From an optimization exercise on the open Yosys and OpenROAD flow, aimed at small area and a short achievable clock period; shortcuts taken in it are not production practice. In this exercise RTL edits were held to simulation tests only and were not proved equivalent to the original. No activity file was given, so power comes from the tool's default toggle rates.

// user_logic
module user_logic
(
  Bus2IP_Clk,                      
  Bus2IP_Reset,                    
  Bus2IP_Data,                     
  Bus2IP_BE,                       
  Bus2IP_RdCE,                     
  Bus2IP_WrCE,                     
  IP2Bus_Data,                     
  IP2Bus_RdAck,                    
  IP2Bus_WrAck,                    
  IP2Bus_Error                     
);
parameter C_SLV_DWIDTH                   = 32;
parameter C_NUM_REG                      = 3;
input                                     Bus2IP_Clk;
input                                     Bus2IP_Reset;
input      [0 : C_SLV_DWIDTH-1]           Bus2IP_Data;
input      [0 : C_SLV_DWIDTH/8-1]         Bus2IP_BE;
input      [0 : C_NUM_REG-1]              Bus2IP_RdCE;
input      [0 : C_NUM_REG-1]              Bus2IP_WrCE;
output     [0 : C_SLV_DWIDTH-1]           IP2Bus_Data;
output                                    IP2Bus_RdAck;
output                                    IP2Bus_WrAck;
output                                    IP2Bus_Error;
  reg  [0:31] slv_reg0;    
  reg  [0:31] slv_reg1;    
  reg  [0:31] slv_reg2;    
  reg         rst_d;       
  reg  [31:0] p_s;         
  integer     byte_index;
  wire n1 = slv_reg1[31];
  wire n2 = slv_reg1[30] & ~slv_reg1[31];
  wire n3 = n1 & slv_reg0[31];
  wire n4 = slv_reg1[30] & ~(n1 & slv_reg0[31]);
  wire n5 = ((n1 & slv_reg0[30]) | (n2 & slv_reg0[31])) ^ slv_reg1[30];
  wire n6 = ((n1 & slv_reg0[29]) | (n2 & slv_reg0[30])) ^ slv_reg1[30];
  ...
Size: ~1,800 cells after synthesis, roughly 140 flip-flops, roughly 79 I/O pins.
Settings: LEC_CHECK=0, ABC_AREA=1, CAP_MARGIN=20, CORE_MARGIN=2, CORE_UTILIZATION=40, SETUP_SLACK_MARGIN=3.5, SLEW_MARGIN=20, SYNTH_HIERARCHICAL=1, SYNTH_MINIMUM_KEEP_SIZE=0; clock period 8.0 ns.
run.sh (not shown) runs the stock make flow with config.mk's settings and CLKGATE_MAP_FILE= SYNTH_SCRIPT=/design/flow/synth_recipe.tcl, a recipe that flattens the netlist after the stock synthesis.
The baseline ran to the end with no violations.
Next try:
Settings changed: SETUP_SLACK_MARGIN 3.5 to default.
=> Final cell count fell by 4.2%; area after synthesis does not change; setup slack is worse by 1.3 ns; hold slack barely changes; die area is unchanged.

* * *

Setup of the previous run:
user_logic, a different RTL version from the one above (not shown whole).
For scale: ~1600 cells after synthesis, roughly 170 flip-flops, roughly 79 I/O pins.
Settings: LEC_CHECK=0, ABC_AREA=0, CAP_MARGIN=20, CORE_MARGIN=2, CORE_UTILIZATION=60, SETUP_SLACK_MARGIN=4.0, SLEW_MARGIN=20, SYNTH_HIERARCHICAL=1, SYNTH_MINIMUM_KEEP_SIZE=0; clock period 8.0 ns.
[inputs] the current run vs the previous run
Settings: CORE_UTILIZATION: 60 -> 40.
==> flow/flow/run.sh (new file) <==
#!/bin/bash
set -euo pipefail
bash standard.sh "BUFFER_PORTS_ARGS=-buffer_cell sky130_fd_sc_hd__buf_2" \
  "CTS_ARGS=-sink_clustering_enable -repair_clock_nets -dont_use_dummy_load -sink_clustering_size 20" \
  finish > make.log 2>&1
==> flow/standard.sh (new file) <==
#!/bin/bash
# synth_recipe.tcl (not shown) runs the flow's synth.tcl, then flattens the netlist and writes it again
# the make line also repeats each setting of config.mk as NAME=value (left out here)
make -C /OpenROAD-flow-scripts/flow DESIGN_CONFIG=/design/flow/config.mk WORK_HOME=/design/flow/orfs CLKGATE_MAP_FILE= SYNTH_SCRIPT=/design/flow/synth_recipe.tcl "${@:-finish}"
removed: flow/run.sh
[summary]
- No stage failed in the current run, and the final checks on the layout all came back clean.
- The previous run → the current run: global-route track usage on met2 shrank by 22 points; die extent in x went up; post-route standard cell area excluding fillers dropped 2.8%.
- Average wire length per cell after detail routing sits lower in the current run than in the previous run.
- Taking the previous run over the current run, the placeable core area ratio works out to 0.67.
- Changes observed in the current run relative to the previous run: global-route usage went down, clock-pin slew reported for the worst setup and hold paths after clock tree synthesis went down, setup slack went up.
- Reported for the current run and the previous run, overall overflow remaining after global route turned out identical to the last digit.
- NOTE: final weighted congestion in routability-driven placement in the current run falls short of that of the previous run
- Measured against each other, the current run and the previous run differ in floorplan die height, the higher figure coming from the current run.

* * *

## garnet
user_logic, a different RTL version from the one above (not shown whole).
Size in the first run: roughly 1900 cells after synthesis, ~16000 um2 of cells after synthesis.
clock: 8.0 ns
lec_check: 0
abc_area: 1
cap_margin: 20
core_margin: 2
core_utilization: 40
setup_slack_margin: 3.5
slew_margin: 20
synth_hierarchical: 1
synth_minimum_keep_size: 0
Stock flow here: none of the scripts above is used.
## Diff of input files: amber against garnet
- swapping 3.5 for 3.85 in SETUP_SLACK_MARGIN
### Flow results
amber finished every step from synthesis to the final layout, and the layout passed the timing, DRC and antenna checks.
Compared to garnet, the router laid down more metal wire for amber.
Of garnet and amber, garnet shows the lower number of global-route vias before repair, with amber above it.
Any difference in clock group total power between garnet and amber is small enough to ignore.
amber ended up with nor3_4 as its critical path's slowest cell; garnet ended up with clkdlybuf4s50_1.
The following lists how zinc was set up differently from amber:
- a change of SETUP_SLACK_MARGIN from 3.85 to 4.5
### Flow results
- On sequential share of layout area: between amber and zinc, it ends up higher for amber.
- amber → zinc: global-route usage rose by 1.4 points; clock skew stayed essentially flat; achievable clock frequency fell by 0.70%.
- | total power | higher: zinc |

* * *

Setup of job 4745:
Another version of the RTL of user_logic (not shown whole).
Size in the first run: roughly 1600 cells after synthesis, ~79 I/O pins, about 15000 um2 of cells after synthesis.
clock: 8.0 ns
lec_check: 0
abc_area: 0
cap_margin: 20
core_margin: 2
core_utilization: 40
setup_slack_margin: 4.0
slew_margin: 20
synth_hierarchical: 1
synth_minimum_keep_size: 0
standard.sh (not shown) runs the stock make flow with config.mk's settings and CLKGATE_MAP_FILE= SYNTH_SCRIPT=/design/flow/synth_recipe.tcl, a recipe that flattens the netlist after the stock synthesis.
==> flow/flow/run.sh <==
#!/bin/bash
set -euo pipefail
bash standard.sh "BUFFER_PORTS_ARGS=-buffer_cell sky130_fd_sc_hd__buf_2" \
  "CTS_ARGS=-sink_clustering_enable -repair_clock_nets -dont_use_dummy_load -sink_clustering_size 40 -sink_clustering_max_diameter 150" \
  finish > make.log 2>&1
Job 4745 ended with every stage complete and zero timing, DRC or antenna violations.
Input changes introduced in job 9402 (baseline for comparison: job 4745):
==> flow/flow/run.sh <==
#!/bin/bash
set -euo pipefail
bash standard.sh "BUFFER_PORTS_ARGS=-buffer_cell sky130_fd_sc_hd__buf_2" \
  "CTS_ARGS=-sink_clustering_enable -repair_clock_nets -dont_use_dummy_load -sink_clustering_size 20" \
  finish > make.log 2>&1
-- flow/config.mk --
<<< job 4745, line 10
export CORE_MARGIN = 2
export CORE_UTILIZATION = 40
export SETUP_SLACK_MARGIN = 4.0
export SLEW_MARGIN = 20
>>> job 9402, line 10
export CORE_MARGIN = 2
export CORE_UTILIZATION = 40
export PLACE_DENSITY = 0.75
export SETUP_SLACK_MARGIN = 4.0
export SLEW_MARGIN = 20
==> results.txt <==
Going from job 4745 to job 9402, final non-filler cell area up about 1.5%; average wire length per cell after detail routing decreased by about 1.3% relative to the old numbers; post-detailed-placement cell area roughly the same; share of async-settable or async-resettable flops after synthesis level; final-stage net count grew by 0.60%. In job 9402 the pre-CTS setup slack turned out 0.22 ns lower than in job 4745. [job 9402 vs job 4745] ratio of final minimum period to clock period: higher in job 9402. Job 9402 ends up with lower smallest setup slack after layout than job 4745 does. Taking job 4745 as the reference, in job 9402 routed wire length dropped about 0.8%; worst hold slack dropped 0.012 ns.
Input-level comparison between job 3007 and job 9402:
-- flow/config.mk --
<<< job 9402, line 10
export CORE_MARGIN = 2
export CORE_UTILIZATION = 40
export PLACE_DENSITY = 0.75
export SETUP_SLACK_MARGIN = 4.0
export SLEW_MARGIN = 20
export SYNTH_HIERARCHICAL = 1
>>> job 3007, line 10
export CORE_MARGIN = 2
export CORE_UTILIZATION = 40
export SETUP_SLACK_MARGIN = 4.25
export SLEW_MARGIN = 20
export SYNTH_HIERARCHICAL = 1
Notes after the runs:
Delta(post-route cell area, job 3007 - job 9402) > 0. The global-route usage in job 3007 was higher than what job 9402 gave. The insertion delay of the later-clocked pin in the worst-skew pair was comparable across job 3007 and job 9402.
Changes in job 6356 relative to job 3007:
==> flow/flow/run.sh <==
#!/bin/bash
set -euo pipefail
bash standard.sh "BUFFER_PORTS_ARGS=-buffer_cell sky130_fd_sc_hd__buf_2" \
  "CTS_ARGS=-sink_clustering_enable -repair_clock_nets -dont_use_dummy_load -sink_clustering_size 10 -buf_list sky130_fd_sc_hd__clkbuf_8 -root_buf sky130_fd_sc_hd__clkbuf_16" \
  finish > make.log 2>&1
-- flow/config.mk --
<<< job 3007, line 10
export CORE_MARGIN = 2
export CORE_UTILIZATION = 40
export SETUP_SLACK_MARGIN = 4.25
export SLEW_MARGIN = 20
export SYNTH_HIERARCHICAL = 1
>>> job 6356, line 10
export CORE_MARGIN = 2
export CORE_UTILIZATION = 40
export SETUP_SLACK_MARGIN = 4.0
export SLEW_MARGIN = 20
export SYNTH_HIERARCHICAL = 1
### Flow results
In the reports for job 3007 and job 6356, the larger utilization belongs to job 3007.
| growth of design area from synthesis to finish | higher: job 3007 |
Against job 3007, job 6356 reports a switching power total that is lower.
When the final numbers for job 3007 and job 6356 were put side by side, the final area turned out to be smaller in job 6356.
Cell with the biggest individual delay on the critical path = sky130_fd_sc_hd__a31oi_1: job 6356; cell with the biggest individual delay on the critical path = sky130_fd_sc_hd__o21ai_4: job 3007
What job 9211 does differently from job 6356 at the input level:
==> flow/flow/run.sh <==
#!/bin/bash
set -euo pipefail
bash standard.sh "BUFFER_PORTS_ARGS=-buffer_cell sky130_fd_sc_hd__buf_2" \
  "CTS_ARGS=-sink_clustering_enable -repair_clock_nets -dont_use_dummy_load -sink_clustering_size 20" \
  finish > make.log 2>&1
--- outcome ---
Job 9211 vs. job 6356: utilization went up by 0.45 points. Compared with job 6356, job 9211 shows design area higher by 0.97%. Diff job 6356 and job 9211: synthesis-to-finish area growth lower in job 6356. Worst-margin pin slew for job 9211: 0.027 ns up relative to job 6356. The sum of negative setup slack of job 9211 and that of job 6356 are within noise of each other. On number of DRC markers after the initial detailed-route iteration, the lower figure sits with job 9211, not job 6356. There was hardly any difference in detailed-route wire length per cell between job 6356 and job 9211. Diff job 6356..job 9211 | wire length | negligible. Diff job 9211..job 6356 | data arrival time of the critical path | negligible.

* * *

RTL: one of the versions met above, not the one the previous note started from.
For scale: about 1600 cells after synthesis, about 0.016 mm^2 of cells after synthesis.
Settings: LEC_CHECK=0, ABC_AREA=0, CAP_MARGIN=20, CORE_MARGIN=2, CORE_UTILIZATION=40, SETUP_SLACK_MARGIN=4.0, SLEW_MARGIN=20, SYNTH_HIERARCHICAL=1, SYNTH_MINIMUM_KEEP_SIZE=0; clock period 8.0 ns.
==> flow/flow/run.sh <==
#!/bin/bash
set -euo pipefail
bash standard.sh "BUFFER_PORTS_ARGS=-buffer_cell sky130_fd_sc_hd__buf_2" \
  "CTS_ARGS=-sink_clustering_enable -repair_clock_nets -dont_use_dummy_load -sink_clustering_size 14 -buf_list sky130_fd_sc_hd__clkbuf_8 -root_buf sky130_fd_sc_hd__clkbuf_16" \
  finish > make.log 2>&1
==> next run, changes <==
==> flow/run.sh (new file) <==
#!/bin/bash
# synth_recipe.tcl (not shown) runs the flow's synth.tcl, then flattens the netlist and writes it again
# the make line also repeats each setting of config.mk as NAME=value (left out here)
make -C /OpenROAD-flow-scripts/flow DESIGN_CONFIG=/design/flow/config.mk WORK_HOME=/design/flow/orfs CLKGATE_MAP_FILE= SYNTH_SCRIPT=/design/flow/synth_recipe.tcl finish
removed: flow/flow/run.sh
removed: flow/standard.sh
The new run finished clean.
Cell count climbs by about 1.6%.
Critical path depth climbs by 1.
Clock power goes up by 79%.
Area after synthesis is unchanged.
Design area rises by about 4.3%.
Routed wire length rises by 2.8%.
==> next run, changes <==
Settings changed: SETUP_SLACK_MARGIN 4.0 to 3.85.
Effect: The new run completed with no timing, DRC or antenna violations; via count drops by 0.69%; count of clock-buffer cells in the layout stays the same; first-iteration DRC count drops by 28%; wire length drops by 0.81%; sequential cell count does not change; cell count drops by 0.75%; critical path depth does not change; die area does not change; design area drops by 1.3%; synthesized area stays the same; sequential share of layout area climbs by 0.17 points.

* * *

Setup of yarrow:
user_logic again, from the RTL that the note above started with.
==> flow/design.v (excerpt) <==
module user_logic
(
  Bus2IP_Clk,                      
  Bus2IP_Reset,                    
  Bus2IP_Data,                     
  Bus2IP_BE,                       
  Bus2IP_RdCE,                     
  Bus2IP_WrCE,                     
  IP2Bus_Data,                     
  IP2Bus_RdAck,                    
  IP2Bus_WrAck,                    
  IP2Bus_Error                     
);
parameter C_SLV_DWIDTH                   = 32;
parameter C_NUM_REG                      = 3;
input                                     Bus2IP_Clk;
input                                     Bus2IP_Reset;
input      [0 : C_SLV_DWIDTH-1]           Bus2IP_Data;
input      [0 : C_SLV_DWIDTH/8-1]         Bus2IP_BE;
input      [0 : C_NUM_REG-1]              Bus2IP_RdCE;
input      [0 : C_NUM_REG-1]              Bus2IP_WrCE;
output     [0 : C_SLV_DWIDTH-1]           IP2Bus_Data;
output                                    IP2Bus_RdAck;
output                                    IP2Bus_WrAck;
output                                    IP2Bus_Error;
  reg  [0:31] slv_reg0;    
  reg  [0:31] slv_reg1;    
  reg  [0:31] slv_reg2;    
  reg         rst_d;       
  integer     byte_index;
  reg [0:31] a_next, b_next;
  always @(*) begin
    a_next = slv_reg0;
    b_next = slv_reg1;
    if (Bus2IP_Reset == 1) begin
      a_next = 0;
      b_next = 0;
    end else
      case (Bus2IP_WrCE)
        3'b100 :
          for (byte_index = 0; byte_index <= 3; byte_index = byte_index + 1)
            if (Bus2IP_BE[byte_index] == 1)
  ...
==> flow/config.mk <==
export PLATFORM = sky130hd
export DESIGN_NAME = user_logic
export DESIGN_NICKNAME = user_logic
export VERILOG_FILES = /design/flow/design.v
export SDC_FILE = /design/flow/constraint.sdc
export NUM_CORES = 4
export LEC_CHECK = 0
export ABC_AREA = 0
export CAP_MARGIN = 20
export CORE_MARGIN = 2
export CORE_UTILIZATION = 40
export SETUP_SLACK_MARGIN = 4.0
export SLEW_MARGIN = 20
export SYNTH_HIERARCHICAL = 1
export SYNTH_MINIMUM_KEEP_SIZE = 0
==> flow/constraint.sdc <==
create_clock -name core_clock -period 8.0 [get_ports {Bus2IP_Clk}]
set_input_delay 1.6000 -clock core_clock [delete_from_list [all_inputs] [get_ports {Bus2IP_Clk}]]
set_output_delay 1.6000 -clock core_clock [all_outputs]
set_load 0.01 [all_outputs]
==> flow/flow/run.sh <==
#!/bin/bash
set -euo pipefail
bash standard.sh "BUFFER_PORTS_ARGS=-buffer_cell sky130_fd_sc_hd__buf_2" finish > make.log 2>&1
yarrow closes out successfully: all stages finished, all timing, DRC and antenna checks passed.
diff inputs: yarrow => indigo
Settings: changing SETUP_SLACK_MARGIN from 4.0 to 3.7.
==> flow/run.sh (new file) <==
#!/bin/bash
# synth_recipe.tcl (not shown) runs the flow's synth.tcl, then flattens the netlist and writes it again
# the make line also repeats each setting of config.mk as NAME=value (left out here)
make -C /OpenROAD-flow-scripts/flow DESIGN_CONFIG=/design/flow/config.mk WORK_HOME=/design/flow/orfs CLKGATE_MAP_FILE= SYNTH_SCRIPT=/design/flow/synth_recipe.tcl finish
removed: flow/flow/run.sh
removed: flow/standard.sh
## What came out
Combinational cell fraction of total power, indigo and yarrow: higher on yarrow
Sort indigo and yarrow by footprint of the flip-flops and latches asc -> top: indigo
Diff yarrow -> indigo: hold slack fell 0.0085 ns; non-clock buffer count fell 12; global-route usage fell 0.93 points.
STATUS least setup slack across all paths after layout: indigo loses against yarrow
Cells: indigo has fewer instances than yarrow
Relative to indigo, the following input files were edited for violet:
Settings: changing SETUP_SLACK_MARGIN from 3.7 to 4.0.
==> flow/flow/run.sh (new file) <==
#!/bin/bash
set -euo pipefail
bash standard.sh "BUFFER_PORTS_ARGS=-buffer_cell sky130_fd_sc_hd__buf_1" finish > make.log 2>&1
==> flow/standard.sh (new file) <==
#!/bin/bash
# synth_recipe.tcl (not shown) runs the flow's synth.tcl, then flattens the netlist and writes it again
# the make line also repeats each setting of config.mk as NAME=value (left out here)
make -C /OpenROAD-flow-scripts/flow DESIGN_CONFIG=/design/flow/config.mk WORK_HOME=/design/flow/orfs CLKGATE_MAP_FILE= SYNTH_SCRIPT=/design/flow/synth_recipe.tcl "${@:-finish}"
removed: flow/run.sh
Notes after the runs:
Re switching component of the power: violet is about 2.5% up on indigo.
As of violet, final cell count had risen slightly compared to indigo.
The estimated power of violet ends up lower than the estimate for indigo.
Area of placed instances went down by a few percent going from indigo to violet.

==> static timing again, ports no longer ideal <==
Ports are ideal in the flow. The routed layouts listed here were re-timed in OpenROAD.
Step 1 sets driving cells, clkbuf_16 on the clock port and buf_2 on the other inputs (assumed; they add their load-dependent delay and slew).
Step 2 also shifts input and output timing later by t, the mid clock arrival at the registers, as if the neighbouring blocks saw the same clock.
Slacks: ideal / step 1 / step 2; pairs: ideal / step 1.
| run | shift t [ns] | setup WS [ns] | hold WS [ns] | clock arrival spread, ns | slew at the worst register clock pin (ns) |
|---|---|---|---|---|---|
| the first run of note 1 | 0.507 | 3.221 / 3.221 / 3.221 | 0.415 / 0.415 / 0.415 | 0.014 / 0.014 | 0.07 / 0.07 |
| the second run of note 1 | 0.504 | 1.900 / 1.900 / 1.900 | 0.413 / 0.413 / 0.413 | 0.015 / 0.015 | 0.07 / 0.07 |
| the previous run | 0.499 | 3.783 / 3.694 / 3.694 | 0.435 / 0.435 / 0.435 | 0.021 / 0.022 | 0.09 / 0.09 |
| the current run | 0.499 | 3.871 / 3.822 / 3.822 | 0.437 / 0.437 / 0.437 | 0.041 / 0.041 | 0.08 / 0.08 |
| garnet | 0.513 | 3.559 / 3.528 / 3.528 | 0.413 / 0.413 / 0.413 | 0.018 / 0.018 | 0.09 / 0.09 |
| amber | 0.509 | 3.741 / 3.690 / 3.690 | 0.412 / 0.412 / 0.412 | 0.016 / 0.016 | 0.09 / 0.09 |
| zinc | 0.506 | 3.711 / 3.664 / 3.664 | 0.415 / 0.415 / 0.415 | 0.017 / 0.018 | 0.08 / 0.08 |
| job 4745 | 0.502 | 4.020 / 3.879 / 3.879 | 0.441 / 0.441 / 0.441 | 0.036 / 0.037 | 0.08 / 0.08 |
| job 9402 | 0.495 | 3.917 / 3.761 / 3.761 | 0.429 / 0.429 / 0.429 | 0.032 / 0.032 | 0.08 / 0.08 |
| job 3007 | 0.504 | 3.972 / 3.848 / 3.848 | 0.432 / 0.432 / 0.432 | 0.032 / 0.031 | 0.08 / 0.08 |
| job 6356 | 0.457 | 4.008 / 3.871 / 3.871 | 0.450 / 0.450 / 0.450 | 0.047 / 0.047 | 0.10 / 0.10 |
| job 9211 | 0.502 | 4.020 / 3.879 / 3.879 | 0.441 / 0.441 / 0.441 | 0.036 / 0.037 | 0.08 / 0.08 |
| the first run of note 5 | 0.454 | 3.876 / 3.817 / 3.817 | 0.444 / 0.444 / 0.444 | 0.062 / 0.062 | 0.12 / 0.12 |
| the second run of note 5 | 0.514 | 3.812 / 3.752 / 3.752 | 0.435 / 0.435 / 0.435 | 0.022 / 0.021 | 0.08 / 0.08 |
| the third run of note 5 | 0.514 | 3.788 / 3.634 / 3.634 | 0.434 / 0.434 / 0.434 | 0.021 / 0.021 | 0.08 / 0.08 |
| yarrow | 0.514 | 3.872 / 3.813 / 3.813 | 0.438 / 0.438 / 0.438 | 0.031 / 0.032 | 0.09 / 0.09 |
| indigo | 0.516 | 3.726 / 3.651 / 3.651 | 0.429 / 0.429 / 0.429 | 0.019 / 0.019 | 0.08 / 0.08 |
| violet | 0.514 | 3.844 / 3.763 / 3.763 | 0.421 / 0.421 / 0.421 | 0.029 / 0.030 | 0.09 / 0.09 |
After both steps every run listed still meets setup and hold. The setup slack of job 9402, which loses most, moves by -0.156 ns with the drivers and by -0.156 ns with both steps.
